This design comes from an exercise in tuning for small area, a short achievable clock period and few clock cycles on the open sky130 flow, not from production work. RTL that was checked went through simulation tests only; none was proved equivalent to the original. No functional check of the RTL was part of runs 2 and 3.

## flow/design.v (module list and top-level ports; edited modules follow where they fit)
// module mult_generic: 1257 lines
// module sum_generic: 410 lines
// module ajuste: 17 lines
// module top_mac: 57 lines
module top_mac(rst, clk, stf, x, a, n, s, eof, i, y);
  // ...
==> flow/flow/run.sh <==
#!/bin/bash
# Layout flow: the standard flow, with every input and output port buffered by a
# sky130_fd_sc_hd__buf_4 (which the resizer may then size) instead of the buffer that
# buffer_ports picks by itself.
set -euo pipefail
export BUFFER_PORTS_ARGS="-buffer_cell sky130_fd_sc_hd__buf_4"
bash standard.sh > standard_flow.log 2>&1
==> flow/standard.sh <==
#!/bin/bash
# synth_recipe.tcl (not shown) runs the flow's synth.tcl, then flattens the netlist and writes it again
# the make line also repeats each setting of config.mk as NAME=value (left out here)
make -C /OpenROAD-flow-scripts/flow DESIGN_CONFIG=/design/flow/config.mk WORK_HOME=/design/flow/orfs CLKGATE_MAP_FILE= SYNTH_SCRIPT=/design/flow/synth_recipe.tcl "${@:-finish}"
==> flow/config.mk <==
export PLATFORM = sky130hd
export DESIGN_NAME = top_mac
export DESIGN_NICKNAME = top_mac
export VERILOG_FILES = /design/flow/design.v
export SDC_FILE = /design/flow/constraint.sdc
export NUM_CORES = 8
export LEC_CHECK = 0
export ABC_AREA = 1
export CAP_MARGIN = 20
export CORE_MARGIN = 2
export CORE_UTILIZATION = 40
export PLACE_DENSITY = 0.45
export SETUP_SLACK_MARGIN = 3.5
export SLEW_MARGIN = 20
==> flow/constraint.sdc <==
create_clock -name core_clock -period 9.0 [get_ports {clk}]
set_input_delay 1.8000 -clock core_clock [delete_from_list [all_inputs] [get_ports {clk}]]
set_output_delay 1.8000 -clock core_clock [all_outputs]
set_load 0.01 [all_outputs]
==> impl_metrics.json, run 1 <==
{
  "syn_area_sq_mm": 0.0223,
  "slew_headroom_pct": 35.2,
  "start_util_pct": 40.4,
  "avgSynthCellArea_sq_um": 7.95,
  "buffer_area_share_pct": 6.34,
  "post-synth-top-area-cell": "fa_1",
  "top_regs": "q0: 60 flops, acc1.ff.b: 52 flops, i_q: 6 flops",
  "synth_top_family_by_area": "adder cells",
  "rsz0062_at_grt": "yes",
  "period_minus_slack_ps": 5470,
  "start_kind": "input port",
  "core-area_sq_mm": 0.0551,
  "final_max_slew_viol_count": 0,
  "path_clk_slew_ps": 60,
  "status": "finished clean",
  "worstPathBufferInverterCount": 4,
  "worst_hold_path.num_cells": 2,
  "holdBufCountCts": 0,
  "grt_use_total_pct": 30.6,
  "hp-class": "reg2reg",
  "final_cell_mix": "419 x nand2_1, 388 x inv_1, 340 x fa_1",
  "totalWireLength_mm": 87.0,
  "skew_ps": 18.9
}
Testbench counts, summed over its fixed seeds: cycles 32,262.
==> run 2, diff against run 1 <==
--- a/flow/design.v
+++ b/flow/design.v
@@ -1315,360 +1315,372 @@
 	wire gg27 = g0[53] | (p0[53] & g0[52]);
 	wire pp27 = p0[53] & p0[52];
 	wire gg28 = g0[55] | (p0[55] & g0[54]);
 	wire pp28 = p0[55] & p0[54];
 	wire gg29 = g0[57] | (p0[57] & g0[56]);
 	wire pp29 = p0[57] & p0[56];
 	wire gg30 = g0[59] | (p0[59] & g0[58]);
 	wire pp30 = p0[59] & p0[58];
-	wire gg31 = g0[2] | (p0[2] & gg1);
-	wire pp31 = p0[2] & pp1;
-	wire gg32 = gg2 | (pp2 & gg1);
-	wire pp32 = pp2 & pp1;
-	wire gg33 = g0[6] | (p0[6] & gg3);
-	wire pp33 = p0[6] & pp3;
-	wire gg34 = gg4 | (pp4 & gg3);
-	wire pp34 = pp4 & pp3;
-	wire gg35 = g0[10] | (p0[10] & gg5);
-	wire pp35 = p0[10] & pp5;
-	wire gg36 = gg6 | (pp6 & gg5);
-	wire pp36 = pp6 & pp5;
-	wire gg37 = g0[14] | (p0[14] & gg7);
-	wire pp37 = p0[14] & pp7;
-	wire gg38 = gg8 | (pp8 & gg7);
-	wire pp38 = pp8 & pp7;
-	wire gg39 = g0[18] | (p0[18] & gg9);
-	wire pp39 = p0[18] & pp9;
-	wire gg40 = gg10 | (pp10 & gg9);
-	wire pp40 = pp10 & pp9;
-	wire gg41 = g0[22] | (p0[22] & gg11);
-	wire pp41 = p0[22] & pp11;
-	wire gg42 = gg12 | (pp12 & gg11);
-	wire pp42 = pp12 & pp11;
-	wire gg43 = g0[26] | (p0[26] & gg13);
-	wire pp43 = p0[26] & pp13;
-	wire gg44 = gg14 | (pp14 & gg13);
-	wire pp44 = pp14 & pp13;
-	wire gg45 = g0[30] | (p0[30] & gg15);
-	wire pp45 = p0[30] & pp15;
-	wire gg46 = gg16 | (pp16 & gg15);
-	wire pp46 = pp16 & pp15;
-	wire gg47 = g0[34] | (p0[34] & gg17);
-	wire pp47 = p0[34] & pp17;
-	wire gg48 = gg18 | (pp18 & gg17);
-	wire pp48 = pp18 & pp17;
-	wire gg49 = g0[38] | (p0[38] & gg19);
-	wire pp49 = p0[38] & pp19;
-	wire gg50 = gg20 | (pp20 & gg19);
-	wire pp50 = pp20 & pp19;
-	wire gg51 = g0[42] | (p0[42] & gg21);
-	wire pp51 = p0[42] & pp21;
-	wire gg52 = gg22 | (pp22 & gg21);
-	wire pp52 = pp22 & pp21;
-	wire gg53 = g0[46] | (p0[46] & gg23);
-	wire pp53 = p0[46] & pp23;
-	wire gg54 = gg24 | (pp24 & gg23);
-	wire pp54 = pp24 & pp23;
-	wire gg55 = g0[50] | (p0[50] & gg25);
-	wire pp55 = p0[50] & pp25;
-	wire gg56 = gg26 | (pp26 & gg25);
-	wire pp56 = pp26 & pp25;
-	wire gg57 = g0[54] | (p0[54] & gg27);
-	wire pp57 = p0[54] & pp27;
-	wire gg58 = gg28 | (pp28 & gg27);
-	wire pp58 = pp28 & pp27;
-	wire gg59 = g0[58] | (p0[58] & gg29);
-	wire pp59 = p0[58] & pp29;
-	wire gg60 = gg30 | (pp30 & gg29);
-	wire pp60 = pp30 & pp29;
-	wire gg61 = g0[4] | (p0[4] & gg32);
-	wire pp61 = p0[4] & pp32;
-	wire gg62 = gg3 | (pp3 & gg32);
-	wire pp62 = pp3 & pp32;
-	wire gg63 = gg33 | (pp33 & gg32);
-	wire pp63 = pp33 & pp32;
-	wire gg64 = gg34 | (pp34 & gg32);
-	wire pp64 = pp34 & pp32;
-	wire gg65 = g0[12] | (p0[12] & gg36);
-	wire pp65 = p0[12] & pp36;
-	wire gg66 = gg7 | (pp7 & gg36);
-	wire pp66 = pp7 & pp36;
-	wire gg67 = gg37 | (pp37 & gg36);
-	wire pp67 = pp37 & pp36;
-	wire gg68 = gg38 | (pp38 & gg36);
-	wire pp68 = pp38 & pp36;
-	wire gg69 = g0[20] | (p0[20] & gg40);
-	wire pp69 = p0[20] & pp40;
-	wire gg70 = gg11 | (pp11 & gg40);
-	wire pp70 = pp11 & pp40;
-	wire gg71 = gg41 | (pp41 & gg40);
-	wire pp71 = pp41 & pp40;
-	wire gg72 = gg42 | (pp42 & gg40);
-	wire pp72 = pp42 & pp40;
-	wire gg73 = g0[28] | (p0[28] & gg44);
-	wire pp73 = p0[28] & pp44;
-	wire gg74 = gg15 | (pp15 & gg44);
-	wire pp74 = pp15 & pp44;
-	wire gg75 = gg45 | (pp45 & gg44);
-	wire pp75 = pp45 & pp44;
-	wire gg76 = gg46 | (pp46 & gg44);
-	wire pp76 = pp46 & pp44;
-	wire gg77 = g0[36] | (p0[36] & gg48);
-	wire pp77 = p0[36] & pp48;
-	wire gg78 = gg19 | (pp19 & gg48);
-	wire pp78 = pp19 & pp48;
-	wire gg79 = gg49 | (pp49 & gg48);
-	wire pp79 = pp49 & pp48;
-	wire gg80 = gg50 | (pp50 & gg48);
-	wire pp80 = pp50 & pp48;
-	wire gg81 = g0[44] | (p0[44] & gg52);
-	wire pp81 = p0[44] & pp52;
-	wire gg82 = gg23 | (pp23 & gg52);
-	wire pp82 = pp23 & pp52;
-	wire gg83 = gg53 | (pp53 & gg52);
-	wire pp83 = pp53 & pp52;
-	wire gg84 = gg54 | (pp54 & gg52);
-	wire pp84 = pp54 & pp52;
-	wire gg85 = g0[52] | (p0[52] & gg56);
-	wire pp85 = p0[52] & pp56;
-	wire gg86 = gg27 | (pp27 & gg56);
-	wire pp86 = pp27 & pp56;
-	wire gg87 = gg57 | (pp57 & gg56);
-	wire pp87 = pp57 & pp56;
-	wire gg88 = gg58 | (pp58 & gg56);
-	wire pp88 = pp58 & pp56;
-	wire gg89 = g0[8] | (p0[8] & gg64);
-	wire pp89 = p0[8] & pp64;
-	wire gg90 = gg5 | (pp5 & gg64);
-	wire pp90 = pp5 & pp64;
-	wire gg91 = gg35 | (pp35 & gg64);
-	wire pp91 = pp35 & pp64;
-	wire gg92 = gg36 | (pp36 & gg64);
-	wire pp92 = pp36 & pp64;
-	wire gg93 = gg65 | (pp65 & gg64);
-	wire pp93 = pp65 & pp64;
-	wire gg94 = gg66 | (pp66 & gg64);
-	wire pp94 = pp66 & pp64;
-	wire gg95 = gg67 | (pp67 & gg64);
-	wire pp95 = pp67 & pp64;
-	wire gg96 = gg68 | (pp68 & gg64);
-	wire pp96 = pp68 & pp64;
-	wire gg97 = g0[24] | (p0[24] & gg72);
-	wire pp97 = p0[24] & pp72;
-	wire gg98 = gg13 | (pp13 & gg72);
-	wire pp98 = pp13 & pp72;
-	wire gg99 = gg43 | (pp43 & gg72);
-	wire pp99 = pp43 & pp72;
-	wire gg100 = gg44 | (pp44 & gg72);
-	wire pp100 = pp44 & pp72;
-	wire gg101 = gg73 | (pp73 & gg72);
-	wire pp101 = pp73 & pp72;
-	wire gg102 = gg74 | (pp74 & gg72);
-	wire pp102 = pp74 & pp72;
-	wire gg103 = gg75 | (pp75 & gg72);
-	wire pp103 = pp75 & pp72;
-	wire gg104 = gg76 | (pp76 & gg72);
-	wire pp104 = pp76 & pp72;
-	wire gg105 = g0[40] | (p0[40] & gg80);
-	wire pp105 = p0[40] & pp80;
-	wire gg106 = gg21 | (pp21 & gg80);
-	wire pp106 = pp21 & pp80;
-	wire gg107 = gg51 | (pp51 & gg80);
-	wire pp107 = pp51 & pp80;
-	wire gg108 = gg52 | (pp52 & gg80);
-	wire pp108 = pp52 & pp80;
-	wire gg109 = gg81 | (pp81 & gg80);
-	wire pp109 = pp81 & pp80;
-	wire gg110 = gg82 | (pp82 & gg80);
-	wire pp110 = pp82 & pp80;
-	wire gg111 = gg83 | (pp83 & gg80);
-	wire pp111 = pp83 & pp80;
-	wire gg112 = gg84 | (pp84 & gg80);
-	wire pp112 = pp84 & pp80;
-	wire gg113 = g0[56] | (p0[56] & gg88);
-	wire pp113 = p0[56] & pp88;
-	wire gg114 = gg29 | (pp29 & gg88);
-	wire pp114 = pp29 & pp88;
-	wire gg115 = gg59 | (pp59 & gg88);
-	wire pp115 = pp59 & pp88;
-	wire gg116 = gg60 | (pp60 & gg88);
-	wire pp116 = pp60 & pp88;
-	wire gg117 = g0[16] | (p0[16] & gg96);
-	wire pp117 = p0[16] & pp96;
-	wire gg118 = gg9 | (pp9 & gg96);
-	wire pp118 = pp9 & pp96;
-	wire gg119 = gg39 | (pp39 & gg96);
-	wire pp119 = pp39 & pp96;
-	wire gg120 = gg40 | (pp40 & gg96);
-	wire pp120 = pp40 & pp96;
-	wire gg121 = gg69 | (pp69 & gg96);
-	wire pp121 = pp69 & pp96;
-	wire gg122 = gg70 | (pp70 & gg96);
-	wire pp122 = pp70 & pp96;
-	wire gg123 = gg71 | (pp71 & gg96);
-	wire pp123 = pp71 & pp96;
-	wire gg124 = gg72 | (pp72 & gg96);
-	wire pp124 = pp72 & pp96;
-	wire gg125 = gg97 | (pp97 & gg96);
-	wire pp125 = pp97 & pp96;
-	wire gg126 = gg98 | (pp98 & gg96);
-	wire pp126 = pp98 & pp96;
-	wire gg127 = gg99 | (pp99 & gg96);
-	wire pp127 = pp99 & pp96;
-	wire gg128 = gg100 | (pp100 & gg96);
-	wire pp128 = pp100 & pp96;
-	wire gg129 = gg101 | (pp101 & gg96);
-	wire pp129 = pp101 & pp96;
-	wire gg130 = gg102 | (pp102 & gg96);
-	wire pp130 = pp102 & pp96;
-	wire gg131 = gg103 | (pp103 & gg96);
-	wire pp131 = pp103 & pp96;
-	wire gg132 = gg104 | (pp104 & gg96);
-	wire pp132 = pp104 & pp96;
-	wire gg133 = g0[48] | (p0[48] & gg112);
-	wire pp133 = p0[48] & pp112;
-	wire gg134 = gg25 | (pp25 & gg112);
-	wire pp134 = pp25 & pp112;
-	wire gg135 = gg55 | (pp55 & gg112);
-	wire pp135 = pp55 & pp112;
-	wire gg136 = gg56 | (pp56 & gg112);
-	wire pp136 = pp56 & pp112;
-	wire gg137 = gg85 | (pp85 & gg112);
-	wire pp137 = pp85 & pp112;
-	wire gg138 = gg86 | (pp86 & gg112);
-	wire pp138 = pp86 & pp112;
-	wire gg139 = gg87 | (pp87 & gg112);
-	wire pp139 = pp87 & pp112;
-	wire gg140 = gg88 | (pp88 & gg112);
-	wire pp140 = pp88 & pp112;
-	wire gg141 = gg113 | (pp113 & gg112);
-	wire pp141 = pp113 & pp112;
-	wire gg142 = gg114 | (pp114 & gg112);
-	wire pp142 = pp114 & pp112;
-	wire gg143 = gg115 | (pp115 & gg112);
-	wire pp143 = pp115 & pp112;
-	wire gg144 = gg116 | (pp116 & gg112);
-	wire pp144 = pp116 & pp112;
-	wire gg145 = g0[32] | (p0[32] & gg132);
-	wire pp145 = p0[32] & pp132;
-	wire gg146 = gg17 | (pp17 & gg132);
-	wire pp146 = pp17 & pp132;
-	wire gg147 = gg47 | (pp47 & gg132);
-	wire pp147 = pp47 & pp132;
-	wire gg148 = gg48 | (pp48 & gg132);
-	wire pp148 = pp48 & pp132;
-	wire gg149 = gg77 | (pp77 & gg132);
-	wire pp149 = pp77 & pp132;
-	wire gg150 = gg78 | (pp78 & gg132);
-	wire pp150 = pp78 & pp132;
-	wire gg151 = gg79 | (pp79 & gg132);
-	wire pp151 = pp79 & pp132;
-	wire gg152 = gg80 | (pp80 & gg132);
-	wire pp152 = pp80 & pp132;
-	wire gg153 = gg105 | (pp105 & gg132);
-	wire pp153 = pp105 & pp132;
-	wire gg154 = gg106 | (pp106 & gg132);
-	wire pp154 = pp106 & pp132;
-	wire gg155 = gg107 | (pp107 & gg132);
-	wire pp155 = pp107 & pp132;
-	wire gg156 = gg108 | (pp108 & gg132);
-	wire pp156 = pp108 & pp132;
-	wire gg157 = gg109 | (pp109 & gg132);
-	wire pp157 = pp109 & pp132;
-	wire gg158 = gg110 | (pp110 & gg132);
-	wire pp158 = pp110 & pp132;
-	wire gg159 = gg111 | (pp111 & gg132);
-	wire pp159 = pp111 & pp132;
-	wire gg160 = gg112 | (pp112 & gg132);
-	wire pp160 = pp112 & pp132;
-	wire gg161 = gg133 | (pp133 & gg132);
-	wire pp161 = pp133 & pp132;
-	wire gg162 = gg134 | (pp134 & gg132);
-	wire pp162 = pp134 & pp132;
-	wire gg163 = gg135 | (pp135 & gg132);
-	wire pp163 = pp135 & pp132;
-	wire gg164 = gg136 | (pp136 & gg132);
-	wire pp164 = pp136 & pp132;
-	wire gg165 = gg137 | (pp137 & gg132);
-	wire pp165 = pp137 & pp132;
-	wire gg166 = gg138 | (pp138 & gg132);
-	wire pp166 = pp138 & pp132;
-	wire gg167 = gg139 | (pp139 & gg132);
-	wire pp167 = pp139 & pp132;
-	wire gg168 = gg140 | (pp140 & gg132);
-	wire pp168 = pp140 & pp132;
-	wire gg169 = gg141 | (pp141 & gg132);
-	wire pp169 = pp141 & pp132;
-	wire gg170 = gg142 | (pp142 & gg132);
-	wire pp170 = pp142 & pp132;
-	wire gg171 = gg143 | (pp143 & gg132);
-	wire pp171 = pp143 & pp132;
-	wire gg172 = gg144 | (pp144 & gg132);
-	wire pp172 = pp144 & pp132;
+	wire gg31 = gg2 | (pp2 & gg1);
+	wire pp31 = pp2 & pp1;
+	wire gg32 = gg3 | (pp3 & gg2);
+	wire pp32 = pp3 & pp2;
+	wire gg33 = gg4 | (pp4 & gg3);
+	wire pp33 = pp4 & pp3;
+	wire gg34 = gg5 | (pp5 & gg4);
+	wire pp34 = pp5 & pp4;
+	wire gg35 = gg6 | (pp6 & gg5);
+	wire pp35 = pp6 & pp5;
+	wire gg36 = gg7 | (pp7 & gg6);
+	wire pp36 = pp7 & pp6;
+	wire gg37 = gg8 | (pp8 & gg7);
+	wire pp37 = pp8 & pp7;
+	wire gg38 = gg9 | (pp9 & gg8);
+	wire pp38 = pp9 & pp8;
+	wire gg39 = gg10 | (pp10 & gg9);
+	wire pp39 = pp10 & pp9;
+	wire gg40 = gg11 | (pp11 & gg10);
+	wire pp40 = pp11 & pp10;
+	wire gg41 = gg12 | (pp12 & gg11);
+	wire pp41 = pp12 & pp11;
+	wire gg42 = gg13 | (pp13 & gg12);
+	wire pp42 = pp13 & pp12;
+	wire gg43 = gg14 | (pp14 & gg13);
+	wire pp43 = pp14 & pp13;
+	wire gg44 = gg15 | (pp15 & gg14);
+	wire pp44 = pp15 & pp14;
+	wire gg45 = gg16 | (pp16 & gg15);
+	wire pp45 = pp16 & pp15;
+	wire gg46 = gg17 | (pp17 & gg16);
+	wire pp46 = pp17 & pp16;
+	wire gg47 = gg18 | (pp18 & gg17);
+	wire pp47 = pp18 & pp17;
+	wire gg48 = gg19 | (pp19 & gg18);
+	wire pp48 = pp19 & pp18;
+	wire gg49 = gg20 | (pp20 & gg19);
+	wire pp49 = pp20 & pp19;
+	wire gg50 = gg21 | (pp21 & gg20);
+	wire pp50 = pp21 & pp20;
+	wire gg51 = gg22 | (pp22 & gg21);
+	wire pp51 = pp22 & pp21;
+	wire gg52 = gg23 | (pp23 & gg22);
+	wire pp52 = pp23 & pp22;
+	wire gg53 = gg24 | (pp24 & gg23);
+	wire pp53 = pp24 & pp23;
+	wire gg54 = gg25 | (pp25 & gg24);
+	wire pp54 = pp25 & pp24;
+	wire gg55 = gg26 | (pp26 & gg25);
+	wire pp55 = pp26 & pp25;
+	wire gg56 = gg27 | (pp27 & gg26);
+	wire pp56 = pp27 & pp26;
+	wire gg57 = gg28 | (pp28 & gg27);
+	wire pp57 = pp28 & pp27;
+	wire gg58 = gg29 | (pp29 & gg28);
+	wire pp58 = pp29 & pp28;
+	wire gg59 = gg30 | (pp30 & gg29);
+	wire pp59 = pp30 & pp29;
+	wire gg60 = gg32 | (pp32 & gg1);
+	wire pp60 = pp32 & pp1;
+	wire gg61 = gg33 | (pp33 & gg31);
+	wire pp61 = pp33 & pp31;
+	wire gg62 = gg34 | (pp34 & gg32);
+	wire pp62 = pp34 & pp32;
+	wire gg63 = gg35 | (pp35 & gg33);
+	wire pp63 = pp35 & pp33;
+	wire gg64 = gg36 | (pp36 & gg34);
+	wire pp64 = pp36 & pp34;
+	wire gg65 = gg37 | (pp37 & gg35);
+	wire pp65 = pp37 & pp35;
+	wire gg66 = gg38 | (pp38 & gg36);
+	wire pp66 = pp38 & pp36;
+	wire gg67 = gg39 | (pp39 & gg37);
+	wire pp67 = pp39 & pp37;
+	wire gg68 = gg40 | (pp40 & gg38);
+	wire pp68 = pp40 & pp38;
+	wire gg69 = gg41 | (pp41 & gg39);
+	wire pp69 = pp41 & pp39;
+	wire gg70 = gg42 | (pp42 & gg40);
+	wire pp70 = pp42 & pp40;
+	wire gg71 = gg43 | (pp43 & gg41);
+	wire pp71 = pp43 & pp41;
+	wire gg72 = gg44 | (pp44 & gg42);
+	wire pp72 = pp44 & pp42;
+	wire gg73 = gg45 | (pp45 & gg43);
+	wire pp73 = pp45 & pp43;
+	wire gg74 = gg46 | (pp46 & gg44);
+	wire pp74 = pp46 & pp44;
+	wire gg75 = gg47 | (pp47 & gg45);
+	wire pp75 = pp47 & pp45;
+	wire gg76 = gg48 | (pp48 & gg46);
+	wire pp76 = pp48 & pp46;
+	wire gg77 = gg49 | (pp49 & gg47);
+	wire pp77 = pp49 & pp47;
+	wire gg78 = gg50 | (pp50 & gg48);
+	wire pp78 = pp50 & pp48;
+	wire gg79 = gg51 | (pp51 & gg49);
+	wire pp79 = pp51 & pp49;
+	wire gg80 = gg52 | (pp52 & gg50);
+	wire pp80 = pp52 & pp50;
+	wire gg81 = gg53 | (pp53 & gg51);
+	wire pp81 = pp53 & pp51;
+	wire gg82 = gg54 | (pp54 & gg52);
+	wire pp82 = pp54 & pp52;
+	wire gg83 = gg55 | (pp55 & gg53);
+	wire pp83 = pp55 & pp53;
+	wire gg84 = gg56 | (pp56 & gg54);
+	wire pp84 = pp56 & pp54;
+	wire gg85 = gg57 | (pp57 & gg55);
+	wire pp85 = pp57 & pp55;
+	wire gg86 = gg58 | (pp58 & gg56);
+	wire pp86 = pp58 & pp56;
+	wire gg87 = gg59 | (pp59 & gg57);
+	wire pp87 = pp59 & pp57;
+	wire gg88 = gg62 | (pp62 & gg1);
+	wire pp88 = pp62 & pp1;
+	wire gg89 = gg63 | (pp63 & gg31);
+	wire pp89 = pp63 & pp31;
+	wire gg90 = gg64 | (pp64 & gg60);
+	wire pp90 = pp64 & pp60;
+	wire gg91 = gg65 | (pp65 & gg61);
+	wire pp91 = pp65 & pp61;
+	wire gg92 = gg66 | (pp66 & gg62);
+	wire pp92 = pp66 & pp62;
+	wire gg93 = gg67 | (pp67 & gg63);
+	wire pp93 = pp67 & pp63;
+	wire gg94 = gg68 | (pp68 & gg64);
+	wire pp94 = pp68 & pp64;
+	wire gg95 = gg69 | (pp69 & gg65);
+	wire pp95 = pp69 & pp65;
+	wire gg96 = gg70 | (pp70 & gg66);
+	wire pp96 = pp70 & pp66;
+	wire gg97 = gg71 | (pp71 & gg67);
+	wire pp97 = pp71 & pp67;
+	wire gg98 = gg72 | (pp72 & gg68);
+	wire pp98 = pp72 & pp68;
+	wire gg99 = gg73 | (pp73 & gg69);
+	wire pp99 = pp73 & pp69;
+	wire gg100 = gg74 | (pp74 & gg70);
+	wire pp100 = pp74 & pp70;
+	wire gg101 = gg75 | (pp75 & gg71);
+	wire pp101 = pp75 & pp71;
+	wire gg102 = gg76 | (pp76 & gg72);
+	wire pp102 = pp76 & pp72;
+	wire gg103 = gg77 | (pp77 & gg73);
+	wire pp103 = pp77 & pp73;
+	wire gg104 = gg78 | (pp78 & gg74);
+	wire pp104 = pp78 & pp74;
+	wire gg105 = gg79 | (pp79 & gg75);
+	wire pp105 = pp79 & pp75;
+	wire gg106 = gg80 | (pp80 & gg76);
+	wire pp106 = pp80 & pp76;
+	wire gg107 = gg81 | (pp81 & gg77);
+	wire pp107 = pp81 & pp77;
+	wire gg108 = gg82 | (pp82 & gg78);
+	wire pp108 = pp82 & pp78;
+	wire gg109 = gg83 | (pp83 & gg79);
+	wire pp109 = pp83 & pp79;
+	wire gg110 = gg84 | (pp84 & gg80);
+	wire pp110 = pp84 & pp80;
+	wire gg111 = gg85 | (pp85 & gg81);
+	wire pp111 = pp85 & pp81;
+	wire gg112 = gg86 | (pp86 & gg82);
+	wire pp112 = pp86 & pp82;
+	wire gg113 = gg87 | (pp87 & gg83);
+	wire pp113 = pp87 & pp83;
+	wire gg114 = gg92 | (pp92 & gg1);
+	wire pp114 = pp92 & pp1;
+	wire gg115 = gg93 | (pp93 & gg31);
+	wire pp115 = pp93 & pp31;
+	wire gg116 = gg94 | (pp94 & gg60);
+	wire pp116 = pp94 & pp60;
+	wire gg117 = gg95 | (pp95 & gg61);
+	wire pp117 = pp95 & pp61;
+	wire gg118 = gg96 | (pp96 & gg88);
+	wire pp118 = pp96 & pp88;
+	wire gg119 = gg97 | (pp97 & gg89);
+	wire pp119 = pp97 & pp89;
+	wire gg120 = gg98 | (pp98 & gg90);
+	wire pp120 = pp98 & pp90;
+	wire gg121 = gg99 | (pp99 & gg91);
+	wire pp121 = pp99 & pp91;
+	wire gg122 = gg100 | (pp100 & gg92);
+	wire pp122 = pp100 & pp92;
+	wire gg123 = gg101 | (pp101 & gg93);
+	wire pp123 = pp101 & pp93;
+	wire gg124 = gg102 | (pp102 & gg94);
+	wire pp124 = pp102 & pp94;
+	wire gg125 = gg103 | (pp103 & gg95);
+	wire pp125 = pp103 & pp95;
+	wire gg126 = gg104 | (pp104 & gg96);
+	wire pp126 = pp104 & pp96;
+	wire gg127 = gg105 | (pp105 & gg97);
+	wire pp127 = pp105 & pp97;
+	wire gg128 = gg106 | (pp106 & gg98);
+	wire pp128 = pp106 & pp98;
+	wire gg129 = gg107 | (pp107 & gg99);
+	wire pp129 = pp107 & pp99;
+	wire gg130 = gg108 | (pp108 & gg100);
+	wire pp130 = pp108 & pp100;
+	wire gg131 = gg109 | (pp109 & gg101);
+	wire pp131 = pp109 & pp101;
+	wire gg132 = gg110 | (pp110 & gg102);
+	wire pp132 = pp110 & pp102;
+	wire gg133 = gg111 | (pp111 & gg103);
+	wire pp133 = pp111 & pp103;
+	wire gg134 = gg112 | (pp112 & gg104);
+	wire pp134 = pp112 & pp104;
+	wire gg135 = gg113 | (pp113 & gg105);
+	wire pp135 = pp113 & pp105;
+	wire gg136 = gg122 | (pp122 & gg1);
+	wire pp136 = pp122 & pp1;
+	wire gg137 = gg123 | (pp123 & gg31);
+	wire pp137 = pp123 & pp31;
+	wire gg138 = gg124 | (pp124 & gg60);
+	wire pp138 = pp124 & pp60;
+	wire gg139 = gg125 | (pp125 & gg61);
+	wire pp139 = pp125 & pp61;
+	wire gg140 = gg126 | (pp126 & gg88);
+	wire pp140 = pp126 & pp88;
+	wire gg141 = gg127 | (pp127 & gg89);
+	wire pp141 = pp127 & pp89;
+	wire gg142 = gg128 | (pp128 & gg90);
+	wire pp142 = pp128 & pp90;
+	wire gg143 = gg129 | (pp129 & gg91);
+	wire pp143 = pp129 & pp91;
+	wire gg144 = gg130 | (pp130 & gg114);
+	wire pp144 = pp130 & pp114;
+	wire gg145 = gg131 | (pp131 & gg115);
+	wire pp145 = pp131 & pp115;
+	wire gg146 = gg132 | (pp132 & gg116);
+	wire pp146 = pp132 & pp116;
+	wire gg147 = gg133 | (pp133 & gg117);
+	wire pp147 = pp133 & pp117;
+	wire gg148 = gg134 | (pp134 & gg118);
+	wire pp148 = pp134 & pp118;
+	wire gg149 = gg135 | (pp135 & gg119);
+	wire pp149 = pp135 & pp119;
+	wire gg150 = g0[2] | (p0[2] & gg1);
+	wire pp150 = p0[2] & pp1;
+	wire gg151 = g0[4] | (p0[4] & gg31);
+	wire pp151 = p0[4] & pp31;
+	wire gg152 = g0[6] | (p0[6] & gg60);
+	wire pp152 = p0[6] & pp60;
+	wire gg153 = g0[8] | (p0[8] & gg61);
+	wire pp153 = p0[8] & pp61;
+	wire gg154 = g0[10] | (p0[10] & gg88);
+	wire pp154 = p0[10] & pp88;
+	wire gg155 = g0[12] | (p0[12] & gg89);
+	wire pp155 = p0[12] & pp89;
+	wire gg156 = g0[14] | (p0[14] & gg90);
+	wire pp156 = p0[14] & pp90;
+	wire gg157 = g0[16] | (p0[16] & gg91);
+	wire pp157 = p0[16] & pp91;
+	wire gg158 = g0[18] | (p0[18] & gg114);
+	wire pp158 = p0[18] & pp114;
+	wire gg159 = g0[20] | (p0[20] & gg115);
+	wire pp159 = p0[20] & pp115;
+	wire gg160 = g0[22] | (p0[22] & gg116);
+	wire pp160 = p0[22] & pp116;
+	wire gg161 = g0[24] | (p0[24] & gg117);
+	wire pp161 = p0[24] & pp117;
+	wire gg162 = g0[26] | (p0[26] & gg118);
+	wire pp162 = p0[26] & pp118;
+	wire gg163 = g0[28] | (p0[28] & gg119);
+	wire pp163 = p0[28] & pp119;
+	wire gg164 = g0[30] | (p0[30] & gg120);
+	wire pp164 = p0[30] & pp120;
+	wire gg165 = g0[32] | (p0[32] & gg121);
+	wire pp165 = p0[32] & pp121;
+	wire gg166 = g0[34] | (p0[34] & gg136);
+	wire pp166 = p0[34] & pp136;
+	wire gg167 = g0[36] | (p0[36] & gg137);
+	wire pp167 = p0[36] & pp137;
+	wire gg168 = g0[38] | (p0[38] & gg138);
+	wire pp168 = p0[38] & pp138;
+	wire gg169 = g0[40] | (p0[40] & gg139);
+	wire pp169 = p0[40] & pp139;
+	wire gg170 = g0[42] | (p0[42] & gg140);
+	wire pp170 = p0[42] & pp140;
+	wire gg171 = g0[44] | (p0[44] & gg141);
+	wire pp171 = p0[44] & pp141;
+	wire gg172 = g0[46] | (p0[46] & gg142);
+	wire pp172 = p0[46] & pp142;
+	wire gg173 = g0[48] | (p0[48] & gg143);
+	wire pp173 = p0[48] & pp143;
+	wire gg174 = g0[50] | (p0[50] & gg144);
+	wire pp174 = p0[50] & pp144;
+	wire gg175 = g0[52] | (p0[52] & gg145);
+	wire pp175 = p0[52] & pp145;
+	wire gg176 = g0[54] | (p0[54] & gg146);
+	wire pp176 = p0[54] & pp146;
+	wire gg177 = g0[56] | (p0[56] & gg147);
+	wire pp177 = p0[56] & pp147;
+	wire gg178 = g0[58] | (p0[58] & gg148);
+	wire pp178 = p0[58] & pp148;
 	assign s[0] = p0[0];
 	assign s[1] = p0[1] ^ g0[0];
 	assign s[2] = p0[2] ^ gg1;
-	assign s[3] = p0[3] ^ gg31;
-	assign s[4] = p0[4] ^ gg32;
-	assign s[5] = p0[5] ^ gg61;
-	assign s[6] = p0[6] ^ gg62;
-	assign s[7] = p0[7] ^ gg63;
-	assign s[8] = p0[8] ^ gg64;
-	assign s[9] = p0[9] ^ gg89;
-	assign s[10] = p0[10] ^ gg90;
-	assign s[11] = p0[11] ^ gg91;
-	assign s[12] = p0[12] ^ gg92;
-	assign s[13] = p0[13] ^ gg93;
-	assign s[14] = p0[14] ^ gg94;
-	assign s[15] = p0[15] ^ gg95;
-	assign s[16] = p0[16] ^ gg96;
-	assign s[17] = p0[17] ^ gg117;
-	assign s[18] = p0[18] ^ gg118;
-	assign s[19] = p0[19] ^ gg119;
-	assign s[20] = p0[20] ^ gg120;
-	assign s[21] = p0[21] ^ gg121;
-	assign s[22] = p0[22] ^ gg122;
-	assign s[23] = p0[23] ^ gg123;
-	assign s[24] = p0[24] ^ gg124;
-	assign s[25] = p0[25] ^ gg125;
-	assign s[26] = p0[26] ^ gg126;
-	assign s[27] = p0[27] ^ gg127;
-	assign s[28] = p0[28] ^ gg128;
-	assign s[29] = p0[29] ^ gg129;
-	assign s[30] = p0[30] ^ gg130;
-	assign s[31] = p0[31] ^ gg131;
-	assign s[32] = p0[32] ^ gg132;
-	assign s[33] = p0[33] ^ gg145;
-	assign s[34] = p0[34] ^ gg146;
-	assign s[35] = p0[35] ^ gg147;
-	assign s[36] = p0[36] ^ gg148;
-	assign s[37] = p0[37] ^ gg149;
-	assign s[38] = p0[38] ^ gg150;
-	assign s[39] = p0[39] ^ gg151;
-	assign s[40] = p0[40] ^ gg152;
-	assign s[41] = p0[41] ^ gg153;
-	assign s[42] = p0[42] ^ gg154;
-	assign s[43] = p0[43] ^ gg155;
-	assign s[44] = p0[44] ^ gg156;
-	assign s[45] = p0[45] ^ gg157;
-	assign s[46] = p0[46] ^ gg158;
-	assign s[47] = p0[47] ^ gg159;
-	assign s[48] = p0[48] ^ gg160;
-	assign s[49] = p0[49] ^ gg161;
-	assign s[50] = p0[50] ^ gg162;
-	assign s[51] = p0[51] ^ gg163;
-	assign s[52] = p0[52] ^ gg164;
-	assign s[53] = p0[53] ^ gg165;
-	assign s[54] = p0[54] ^ gg166;
-	assign s[55] = p0[55] ^ gg167;
-	assign s[56] = p0[56] ^ gg168;
-	assign s[57] = p0[57] ^ gg169;
-	assign s[58] = p0[58] ^ gg170;
-	assign s[59] = p0[59] ^ gg171;
+	assign s[3] = p0[3] ^ gg150;
+	assign s[4] = p0[4] ^ gg31;
+	assign s[5] = p0[5] ^ gg151;
+	assign s[6] = p0[6] ^ gg60;
+	assign s[7] = p0[7] ^ gg152;
+	assign s[8] = p0[8] ^ gg61;
+	assign s[9] = p0[9] ^ gg153;
+	assign s[10] = p0[10] ^ gg88;
+	assign s[11] = p0[11] ^ gg154;
+	assign s[12] = p0[12] ^ gg89;
+	assign s[13] = p0[13] ^ gg155;
+	assign s[14] = p0[14] ^ gg90;
+	assign s[15] = p0[15] ^ gg156;
+	assign s[16] = p0[16] ^ gg91;
+	assign s[17] = p0[17] ^ gg157;
+	assign s[18] = p0[18] ^ gg114;
+	assign s[19] = p0[19] ^ gg158;
+	assign s[20] = p0[20] ^ gg115;
+	assign s[21] = p0[21] ^ gg159;
+	assign s[22] = p0[22] ^ gg116;
+	assign s[23] = p0[23] ^ gg160;
+	assign s[24] = p0[24] ^ gg117;
+	assign s[25] = p0[25] ^ gg161;
+	assign s[26] = p0[26] ^ gg118;
+	assign s[27] = p0[27] ^ gg162;
+	assign s[28] = p0[28] ^ gg119;
+	assign s[29] = p0[29] ^ gg163;
+	assign s[30] = p0[30] ^ gg120;
+	assign s[31] = p0[31] ^ gg164;
+	assign s[32] = p0[32] ^ gg121;
+	assign s[33] = p0[33] ^ gg165;
+	assign s[34] = p0[34] ^ gg136;
+	assign s[35] = p0[35] ^ gg166;
+	assign s[36] = p0[36] ^ gg137;
+	assign s[37] = p0[37] ^ gg167;
+	assign s[38] = p0[38] ^ gg138;
+	assign s[39] = p0[39] ^ gg168;
+	assign s[40] = p0[40] ^ gg139;
+	assign s[41] = p0[41] ^ gg169;
+	assign s[42] = p0[42] ^ gg140;
+	assign s[43] = p0[43] ^ gg170;
+	assign s[44] = p0[44] ^ gg141;
+	assign s[45] = p0[45] ^ gg171;
+	assign s[46] = p0[46] ^ gg142;
+	assign s[47] = p0[47] ^ gg172;
+	assign s[48] = p0[48] ^ gg143;
+	assign s[49] = p0[49] ^ gg173;
+	assign s[50] = p0[50] ^ gg144;
+	assign s[51] = p0[51] ^ gg174;
+	assign s[52] = p0[52] ^ gg145;
+	assign s[53] = p0[53] ^ gg175;
+	assign s[54] = p0[54] ^ gg146;
+	assign s[55] = p0[55] ^ gg176;
+	assign s[56] = p0[56] ^ gg147;
+	assign s[57] = p0[57] ^ gg177;
+	assign s[58] = p0[58] ^ gg148;
+	assign s[59] = p0[59] ^ gg178;
 endmodule
 module ajuste (r, s, y);
 	input [59:0] r;
 	input [5:0] s;
 	output [17:0] y;
 	wire big = s[4] | (s[3] & (s[2] | (s[1] & s[0])));
 	wire [48:0] t5 = s[5] ? {4'd0, r[59:32]} : r[48:0];
 	wire e4 = s[4] & ~(s[5] & big);
==> flow/flow/run.sh (replaced) <==
#!/bin/bash
# Layout flow: the standard flow (standard.sh) with these changes:
#  - every input and output port is buffered by sky130_fd_sc_hd__buf_4 (then sized by the
#    resizer) instead of the buffer that buffer_ports picks by itself;
#  - after the standard synthesis, flow/polopt.py chooses the polarity of the full adders and
#    swaps simple gates for their complement cells to remove inverters (registers untouched);
#  - clock tree synthesis without dummy loads.
# Each step's output goes to a log file of its own in this folder.
set -euo pipefail
export BUFFER_PORTS_ARGS="-buffer_cell sky130_fd_sc_hd__buf_4"
export CTS_ARGS="-sink_clustering_enable -repair_clock_nets -dont_use_dummy_load"
R=orfs/results/${FLOW_PLATFORM:-sky130hd}/top_mac/base
LIB=$FLOW_HOME/platforms/sky130hd/lib/sky130_fd_sc_hd__tt_025C_1v80.lib
bash standard.sh synth > flow_synth.log 2>&1
cp $R/1_2_yosys.v standard_1_2_yosys.v
python3 flow/polopt.py $LIB standard_1_2_yosys.v $R/1_2_yosys.v > flow_polopt.log 2>&1
bash standard.sh do-1_synth > flow_synth_odb.log 2>&1
bash standard.sh > flow_layout.log 2>&1
==> flow/flow/polopt.py (new file) <==
#!/usr/bin/env python3
"""Polarity optimisation of a mapped sky130hd netlist (the Yosys netlist of the standard
synthesis), done before placement.

Yosys' extract_fa picks each full adder's polarity from the gate netlist around it and
leaves inverters between adders, and between adders and the gates around them. This pass:
  - collapses chains of inverters (except inverters that drive a port),
  - chooses for each full adder whether to use it on inverted inputs (FA is self-dual:
    FA(~a,~b,~c) = (~sum,~carry)),
  - chooses for each simple gate whether to replace it by its complement cell
    (nand2 <-> and2, xor2 <-> xnor2, a21oi <-> a21o, ...),
  - puts back one inv_1 per signal that some load needs inverted,
minimising total cell area by simulated annealing. Registers are not touched.

usage: polopt.py LIBERTY IN.v OUT.v
"""
import re, sys, random, math
from collections import defaultdict

lib = open(sys.argv[1]).read()
AREA, OUTPIN = {}, {}
for m in re.finditer(r'cell\s*\(\s*"(sky130_fd_sc_hd__\w+)"\s*\)\s*\{', lib):
    name = m.group(1)
    seg = lib[m.end():m.end() + 200000]
    nxt = re.search(r'\n\s*cell\s*\(', seg)
    if nxt:
        seg = seg[:nxt.start()]
    a = re.search(r'\barea\s*:\s*([\d.]+)', seg)
    AREA[name] = float(a.group(1)) if a else 0.0
    outs = re.findall(r'pin\s*\(\s*"(\w+)"\s*\)\s*\{[^{}]*?direction\s*:\s*"?output', seg)
    OUTPIN[name] = outs

PAIRS = [('xor2', 'xnor2'), ('xor3', 'xnor3'), ('nand2', 'and2'), ('nand3', 'and3'),
         ('nand4', 'and4'), ('nor2', 'or2'), ('nor3', 'or3'), ('nor4', 'or4'),
         ('nand2b', 'and2b'), ('nand3b', 'and3b'), ('nand4b', 'and4b'), ('nand4bb', 'and4bb'),
         ('nor2b', 'or2b'), ('nor3b', 'or3b'), ('nor4b', 'or4b'), ('nor4bb', 'or4bb'),
         ('a21oi', 'a21o'), ('a22oi', 'a22o'), ('a211oi', 'a211o'), ('a221oi', 'a221o'),
         ('a311oi', 'a311o'), ('a31oi', 'a31o'), ('a32oi', 'a32o'), ('a41oi', 'a41o'),
         ('a2111oi', 'a2111o'), ('a21boi', 'a21bo'), ('a2bb2oi', 'a2bb2o'),
         ('o21ai', 'o21a'), ('o22ai', 'o22a'), ('o211ai', 'o211a'), ('o221ai', 'o221a'),
         ('o311ai', 'o311a'), ('o31ai', 'o31a'), ('o32ai', 'o32a'), ('o41ai', 'o41a'),
         ('o2111ai', 'o2111a'), ('o21bai', 'o21ba'), ('o2bb2ai', 'o2bb2a'), ('mux2i', 'mux2')]
COMP = {}
for p, q in PAIRS:
    COMP[p] = q
    COMP[q] = p
P = 'sky130_fd_sc_hd__'
def complement(t):
    base, drv = t[len(P):].rsplit('_', 1)
    if base not in COMP:
        return None
    cb = COMP[base]
    cands = sorted(int(n[len(P) + len(cb) + 1:]) for n in AREA
                   if n.startswith(P + cb + '_') and n[len(P) + len(cb) + 1:].isdigit())
    if not cands:
        return None
    d = int(drv)
    pick = next((c for c in cands if c >= d), cands[-1])
    return f'{P}{cb}_{pick}'

src = open(sys.argv[2]).read()
m = re.search(r'^module\s+(\S+)\s*\(', src, re.M)
body_start = src.index(';', m.end()) + 1
end = src.rindex('endmodule')
head, body = src[:body_start], src[body_start:end]
inst_re = re.compile(r'^\s*(sky130_fd_sc_hd__\w+)\s+(\S+)\s*\((.*?)\);\s*$', re.S | re.M)
pin_re = re.compile(r'\.(\w+)\(\s*(.*?)\s*\)\s*(?:,|$)', re.S)
decls, cells, pos = [], [], 0
for mm in inst_re.finditer(body):
    decls.append(body[pos:mm.start()])
    pos = mm.end()
    cells.append([mm.group(1), mm.group(2), [(p, n.strip()) for p, n in pin_re.findall(mm.group(3))]])
decl_text = ''.join(decls) + body[pos:]
assert 'assign' not in decl_text

ports_out = set(mm.group(2) for mm in re.finditer(r'^\s*output\s+(\[[^\]]*\]\s*)?(\S+?)\s*;', src, re.M))
def is_port_net(n):
    return n.split('[')[0].strip().lstrip('\\') in ports_out or n.split('[')[0].strip() in ports_out
def outs(t):
    return set(OUTPIN.get(t, []))
def is_inv(t):
    return re.match(P + r'(clk)?inv_\d+$', t) is not None
def is_fa(t):
    return re.match(P + r'fa_\d+$', t) is not None

driver = {}
for ci, (t, nm, pl) in enumerate(cells):
    for p, n in pl:
        if p in outs(t):
            driver[n] = ci
removable = set(ci for ci, c in enumerate(cells) if is_inv(c[0]) and not is_port_net(dict(c[2])['Y']))
def base_of(n):
    par = 0
    while n in driver and driver[n] in removable:
        n = dict(cells[driver[n]][2])['A']
        par ^= 1
    return n, par

# flippable: FAs (inputs and outputs) and complementable gates (output only); none driving a port
kind = {}
comp = {}
for ci, (t, nm, pl) in enumerate(cells):
    if ci in removable:
        continue
    onets = [n for p, n in pl if p in outs(t)]
    if any(is_port_net(n) for n in onets):
        continue
    if is_fa(t):
        kind[ci] = 'fa'
    elif len(onets) == 1:
        c = complement(t)
        if c:
            kind[ci] = 'g'
            comp[ci] = c
loads = []
for ci, (t, nm, pl) in enumerate(cells):
    if ci in removable:
        continue
    for p, n in pl:
        if p in outs(t) or n.startswith("1'") or n == '':
            continue
        b, par = base_of(n)
        loads.append((ci, p, b, par))
by_base = defaultdict(list)
for k, l in enumerate(loads):
    by_base[l[2]].append(k)
touch = defaultdict(set)
for ci in kind:
    for p, n in cells[ci][2]:
        if p in outs(cells[ci][0]):
            touch[ci].add(n)
for k, (ci, p, b, par) in enumerate(loads):
    if kind.get(ci) == 'fa':
        touch[ci].add(b)

INV = AREA[P + 'inv_1']
flip = set()
def need(ci, b, par):
    q = par
    if ci in flip and kind[ci] == 'fa':
        q ^= 1
    d = driver.get(b)
    if d is not None and d in flip:
        q ^= 1
    return q
def cost_base(b):
    return INV if any(need(loads[k][0], b, loads[k][3]) for k in by_base[b]) else 0.0
def gate_cost(ci):
    if ci in flip and kind[ci] == 'g':
        return AREA[comp[ci]] - AREA[cells[ci][0]]
    return 0.0

init = sum(cost_base(b) for b in by_base)
cur = init
var = sorted(kind)
rng = random.Random(1)
best, best_flip = cur, set(flip)
N = int(sys.argv[4]) if len(sys.argv) > 4 else 600000
for step in range(N):
    T = 3.0 * (1 - step / N) + 0.05
    ci = var[rng.randrange(len(var))]
    bs = touch[ci]
    before = sum(cost_base(b) for b in bs) + gate_cost(ci)
    flip ^= {ci}
    after = sum(cost_base(b) for b in bs) + gate_cost(ci)
    d = after - before
    if d <= 0 or rng.random() < math.exp(-d / T):
        cur += d
        if cur < best - 1e-9:
            best, best_flip = cur, set(flip)
    else:
        flip ^= {ci}
flip = best_flip
nfa = sum(1 for c in flip if kind[c] == 'fa')
sys.stderr.write(f'polopt: {len(removable)} inverters, {sum(1 for k in kind.values() if k=="fa")} adders, '
                 f'{sum(1 for k in kind.values() if k=="g")} gates; inverter+swap area {init:.1f} -> {best:.1f}; '
                 f'{nfa} adders and {len(flip)-nfa} gates flipped\n')

inv_net, new_cells, newwires = {}, [], []
def inv_of(b):
    if b not in inv_net:
        k = len(inv_net)
        inv_net[b] = f'polopt_n{k}'
        newwires.append(inv_net[b])
        new_cells.append([P + 'inv_1', f'polopt_i{k}', [('A', b), ('Y', inv_net[b])]])
    return inv_net[b]
load_map = {(ci, p): (b, par) for (ci, p, b, par) in loads}
res = []
for ci, (t, nm, pl) in enumerate(cells):
    if ci in removable:
        continue
    nt = t
    if ci in flip and kind[ci] == 'g':
        nt = comp[ci]
    oo, no = outs(t), outs(nt)
    npl = []
    for p, n in pl:
        if (ci, p) in load_map:
            b, par = load_map[(ci, p)]
            n = inv_of(b) if need(ci, b, par) else b
        if p in oo and nt != t:
            p = next(iter(no))
        npl.append((p, n))
    res.append([nt, nm, npl])
res += new_cells
def emit(c):
    t, nm, pl = c
    return f'  {t} {nm} (\n' + ',\n'.join(f'    .{p}({n}' + (' ' if n.startswith('\\') else '') + ')' for p, n in pl) + '\n  );\n'
open(sys.argv[3], 'w').write(head + '\n' + ''.join(f'  wire {w};\n' for w in newwires)
                              + decl_text.rstrip() + '\n' + ''.join(emit(c) for c in res) + 'endmodule\n')
==> impl_metrics.json, run 2 <==
{
  "fin_crit_sh_pct": 60.8,
  "worstSetupPathType": "in2reg",
  "syn_to_final_growth_pct": 24.1,
  "io_pins": 94,
  "grt_max_degree": 42,
  "layout.nets": 3179,
  "synthCells": 2540,
  "final_max_slew_viol_count": 0,
  "start_util_pct": 40.5,
  "slew_headroom_pct": 30.8,
  "rrSetupSlack_ps": 4260,
  "top_register": "q0",
  "core-area_sq_mm": 0.0538,
  "remaining_drc_errors": 0,
  "fmax_mhz": 183,
  "grt_pass1_wl_mm": 135,
  "grt_pass1_vias": 20100,
  "holdBufCountCts": 0,
  "drt_iter0_markers": 2021,
  "cp_max_fo": 9,
  "rsz0062_at_grt": "yes",
  "path_clk_slew_ps": 60,
  "syn_area_sq_mm": 0.0218,
  "period_minus_slack_ps": 5470,
  "setup-violations-final": 0,
  "first_pass_iters": 5,
  "n_antenna_cell": 0,
  "top_regs": "q0: 60 flops, acc1.ff.b: 52 flops, i_q: 6 flops",
  "totalWireLength_mm": 96.7,
  "cts_tree": "built",
  "status": "finished clean",
  "numPortBuffers": 93,
  "final_common_cell": "fa_1",
  "h-tree-depth": 4,
  "dp_slack_ps": 2130,
  "grt_use_total_pct": 32.8,
  "fillerInstances": 5074,
  "worstPathRequired_ps": 9360,
  "dieArea_sq_mm": 0.0564,
  "start_kind": "input port",
  "yosysWarnings": 1,
  "skew_ps": 18.5,
  "cts_sinks": 120,
  "num_vias": 20000,
  "final_hold_viol_count": 0,
  "wl_per_cell_um": 28.8,
  "arrival_ps": 5830,
  "clkLatencyLatePin_ps": 470,
  "gp_congestion": 0.922,
  "final_cell_mix": "311 x fa_1, 310 x o22ai_1, 270 x inv_1",
  "dpl.hpwl_mm": 62.7,
  "crit_path_end_kind": "flip-flop",
  "viasPerCell": 5.97,
  "worstMarginPinSlew_ps": 1040,
  "hp-class": "reg2reg",
  "antenna_found_initial": 2,
  "tns_ps": 0,
  "max_cap_viol_count": 0,
  "chipHeight_um": 237,
  "ant_nets": 0,
  "setup_ws_ps": 3530,
  "largest_register_ff_count": 60,
  "numCtsBuffers": 17,
  "syn_nets": 3056,
  "clockBufferDepth": 2,
  "placementRows": 85,
  "root_buffer": "clkbuf_16",
  "die_w_um": 237,
  "avgSynthCellArea_sq_um": 8.58,
  "overflow": 0,
  "drive_gt1_share_pct": 28.1
}
## run 2: worst max-delay path, cell delays in order
cell and delay, ps:
buf_8 120, or2_4 320, buf_12 170, inv_12 80, a21oi_2 50, o21ai_4 210, clkbuf_16 310, o22ai_1 90
xor2_1 220, fa_1 420, fa_1 480, fa_2 420, fa_1 510, fa_1 560, inv_1 40
## run 2: final timing paths
path                            cells after the start  startpoint       endpoint
worst max-delay path                               15         stf  acc1[26].ff.b
worst min-delay path                                2      q0[58]         q0[58]
worst max register to register                     12      busy_q  acc1[20].ff.b
worst min register to register                      2      q0[58]         q0[58]
max in group asynchronous                           2         rst         i_q[1]
min in group asynchronous                           2         rst         busy_q
## run 2: timing repair
| action | in CTS | in global routing |
|---|---|---|
| setup endpoints to repair | 87 | 59 |
| gates resized for setup | 252 | 377 |
| pin swaps | 43 | 145 |
| gates cloned | 14 | 15 |
| buffers inserted | 44 | 59 |
## run 2: area by class of cell
type	count	area [sq um]	area share, %
clock buffers	17	425	1.57
inverters	302	1270	4.69
multi-input cells	1976	19300	71.5
flip-flops and latches	120	2540	9.39
well taps	696	871	3.22
repair buffers	240	2560	9.46
repair inverters	6	47.5	0.176
## run 2: metrics by stage
stage	instances	instance area [sq um]	util (%)	hold slack (ps)
6_report	3357	27000	50.2	552
3_3_place_gp	3208	22800	42.4	533
5_1_grt	3357	27000	50.2	621
3_5_place_dp	3208	22800	42.5	550
2_1_floorplan	2540	21900	-	504
4_1_cts	3283	24800	46.1	563
## run 2: metal layers
metal / up-vias / GRT usage (%) / wire length [um]
met5: - / 0 / 30
met1: 10100 / 45.7 / 40700
met2: 1084 / 50.0 / 42100
met4: 4 / 12.8 / 5060
li1: 8598 / - / -
met3: 252 / 6.72 / 8850
==> run 3, diff against run 2 <==
--- a/flow/config.mk
+++ b/flow/config.mk
@@ -10,5 +10,6 @@
 export CORE_MARGIN = 2
 export CORE_UTILIZATION = 40
 export PLACE_DENSITY = 0.45
-export SETUP_SLACK_MARGIN = 3.5
+export SETUP_SLACK_MARGIN = 3.6
 export SLEW_MARGIN = 20
+export TNS_END_PERCENT = 10
==> impl_metrics.json, run 3 <==
{
  "status": "finished clean",
  "route.met2.wl_mm": 41.0,
  "clockBufferDepth": 2,
  "final_cell_mix": "326 x fa_1, 311 x o22ai_1, 296 x nand2_1",
  "first_pass_iters": 6,
  "grt_pass1_wl_mm": 136,
  "syn_area_sq_mm": 0.0218,
  "worstSetupPathType": "in2reg",
  "min-delay-start": "q0[58]",
  "max_cap_viol_count": 0,
  "dieArea_sq_mm": 0.0564,
  "wl_met3_mm": 7.43,
  "dpl.hpwl_mm": 64.3,
  "syn_to_final_growth_pct": 17.6,
  "overflow": 0,
  "placementRows": 85,
  "die_w_um": 237,
  "avgSynthCellArea_sq_um": 8.58,
  "totalWireLength_mm": 91.6,
  "rrSetupSlack_ps": 4250,
  "rsz0062_at_grt": "yes",
  "period_minus_slack_ps": 5530,
  "hp-class": "reg2reg",
  "h-tree-depth": 4,
  "top_layer": "met4",
  "worstPathRequired_ps": 9360,
  "viasPerCell": 5.89,
  "final_cells": 3304,
  "num_vias": 19500,
  "cts_tree": "built",
  "post-place-cells": 3211,
  "ant_nets": 0,
  "chipHeight_um": 237,
  "final_hold_viol_count": 0,
  "cts_sinks": 120,
  "arrival_ps": 5890,
  "drt_iter0_markers": 1890,
  "start_util_pct": 40.5,
  "cp_max_fo": 18,
  "critPathLaunch": "x[13]",
  "worstMarginPinSlew_ps": 1120,
  "top_regs": "q0: 60 flops, acc1.ff.b: 52 flops, i_q: 6 flops",
  "holdBufCountCts": 0,
  "final_max_slew_viol_count": 0,
  "final_common_cell": "fa_1",
  "slew_headroom_pct": 25.3,
  "io_pins": 94,
  "synthCells": 2540,
  "root_buffer": "clkbuf_16",
  "largest_register_ff_count": 60,
  "ff2ff_path_depth": 12,
  "syn_nets": 3056,
  "wl_met1_mm": 40.2,
  "fmax_mhz": 181,
  "fin_crit_sh_pct": 61.4,
  "path_clk_slew_ps": 60,
  "clkLatencyLatePin_ps": 470,
  "remaining_drc_errors": 0,
  "worst_hold_path.num_cells": 2,
  "setup-violations-final": 0,
  "core-area_sq_mm": 0.0538,
  "yosysWarnings": 1,
  "regToRegStartpoint": "busy_q",
  "drive_gt1_share_pct": 21.6,
  "numPortBuffers": 93,
  "grt_max_degree": 45,
  "wl_per_cell_um": 27.7,
  "crit_path_end_kind": "flip-flop",
  "holdWs_ps": 549,
  "top_register": "q0",
  "grt_pass1_vias": 20100,
  "layout.nets": 3125,
  "antenna_found_initial": 1,
  "tns_ps": 0,
  "numCtsBuffers": 17,
  "gp_congestion": 0.962,
  "grt_use_total_pct": 33.0,
  "start_kind": "input port",
  "skew_ps": 15.1
}
run 3: per-layer routing:
metal / GRT usage, % / vias to the layer above
met1: 45.9 / 9856
met2: 51.5 / 941
li1: - / 8489
met5: 0 / -
met4: 10.4 / 0
met3: 7.11 / 172
run 3: final timing paths:
path / endpoint
setup reg to reg: acc1[18].ff.b
setup / recovery: acc1[19].ff.b
hold / removal: q0[58]
max in group asynchronous: i_q[3]
hold reg to reg: q0[58]
min in group asynchronous: i_q[1]
run 3: worst max-delay path, cell delays in order:
cell and delay [ps]:
buf_4 120, nor2_1 540, nand3b_4 440, buf_6 290
o22ai_1 120, xor2_1 200, fa_1 400, fa_1 460
fa_1 440, fa_1 480, fa_1 550, inv_1 40
run 3: area by class of cell:
type / count / area, sq um
Fill cell: 5208 / 28200
Multi-Input combinational cell: 1974 / 18800
Sequential cell: 120 / 2510
Timing Repair Buffer: 191 / 1780
Inverter: 302 / 1240
Tap cell: 696 / 871
Clock buffer: 17 / 425
Timing Repair inverter: 3 / 25.0
Antenna cell: 1 / 2.50
run 3: timing repair:
| action | 4_1_cts | 5_1_grt |
|---|---|---|
| setup buffers | 47 | 16 |
| pin swaps | 49 | 57 |
| endpoints found under the setup margin | 94 | 79 |
| resized for setup | 263 | 151 |
| gates cloned | 11 | 1 |
run 3: metrics by stage:
stage | setup WS (ps) | util (%) | cell area, sq um
after detailed placement | 2330 | 42.6 | 22900
after CTS | 3510 | 46.3 | 24900
after global routing | 3350 | 47.6 | 25600
after global placement | 2370 | 42.6 | 22900
after floorplan | 3530 | - | 22000
final | 3470 | 47.6 | 25600

==> separate check: timing with driven ports <==
In the flow no input, the clock included, has a driving cell. The finished layouts below were timed again as built, in two steps. Step 1 sets driving cells, clkbuf_16 on the clock port and buf_2 on the other inputs (assumed; they add their load-dependent delay and slew). Step 2 moves the port delays by t, midway between the first and last clock arrival at a register: inputs arrive t later, outputs are due t later. That takes back most of the time a late clock gives input paths. a / b / c = no drivers / after step 1 / after step 2; a / b = the first two.
run | t (ns) | setup slack, ns | clock arrival spread, ns | slew at the worst register clock pin (ns) | worst data-port slew with drivers (ns)
run 1 | 0.550 | 3.527 / 3.534 / 3.009 | 0.020 / 0.020 | 0.07 / 0.07 | 0.08
run 2 | 0.510 | 3.525 / 3.533 / 3.023 | 0.019 / 0.018 | 0.06 / 0.06 | 0.06
run 3 | 0.522 | 3.475 / 3.499 / 2.982 | 0.019 / 0.019 | 0.06 / 0.06 | 0.05
After both steps setup and hold are still met in every run listed. The setup slack of run 1, which loses most, moves by +0.007 ns with the drivers and by -0.518 ns with both steps.
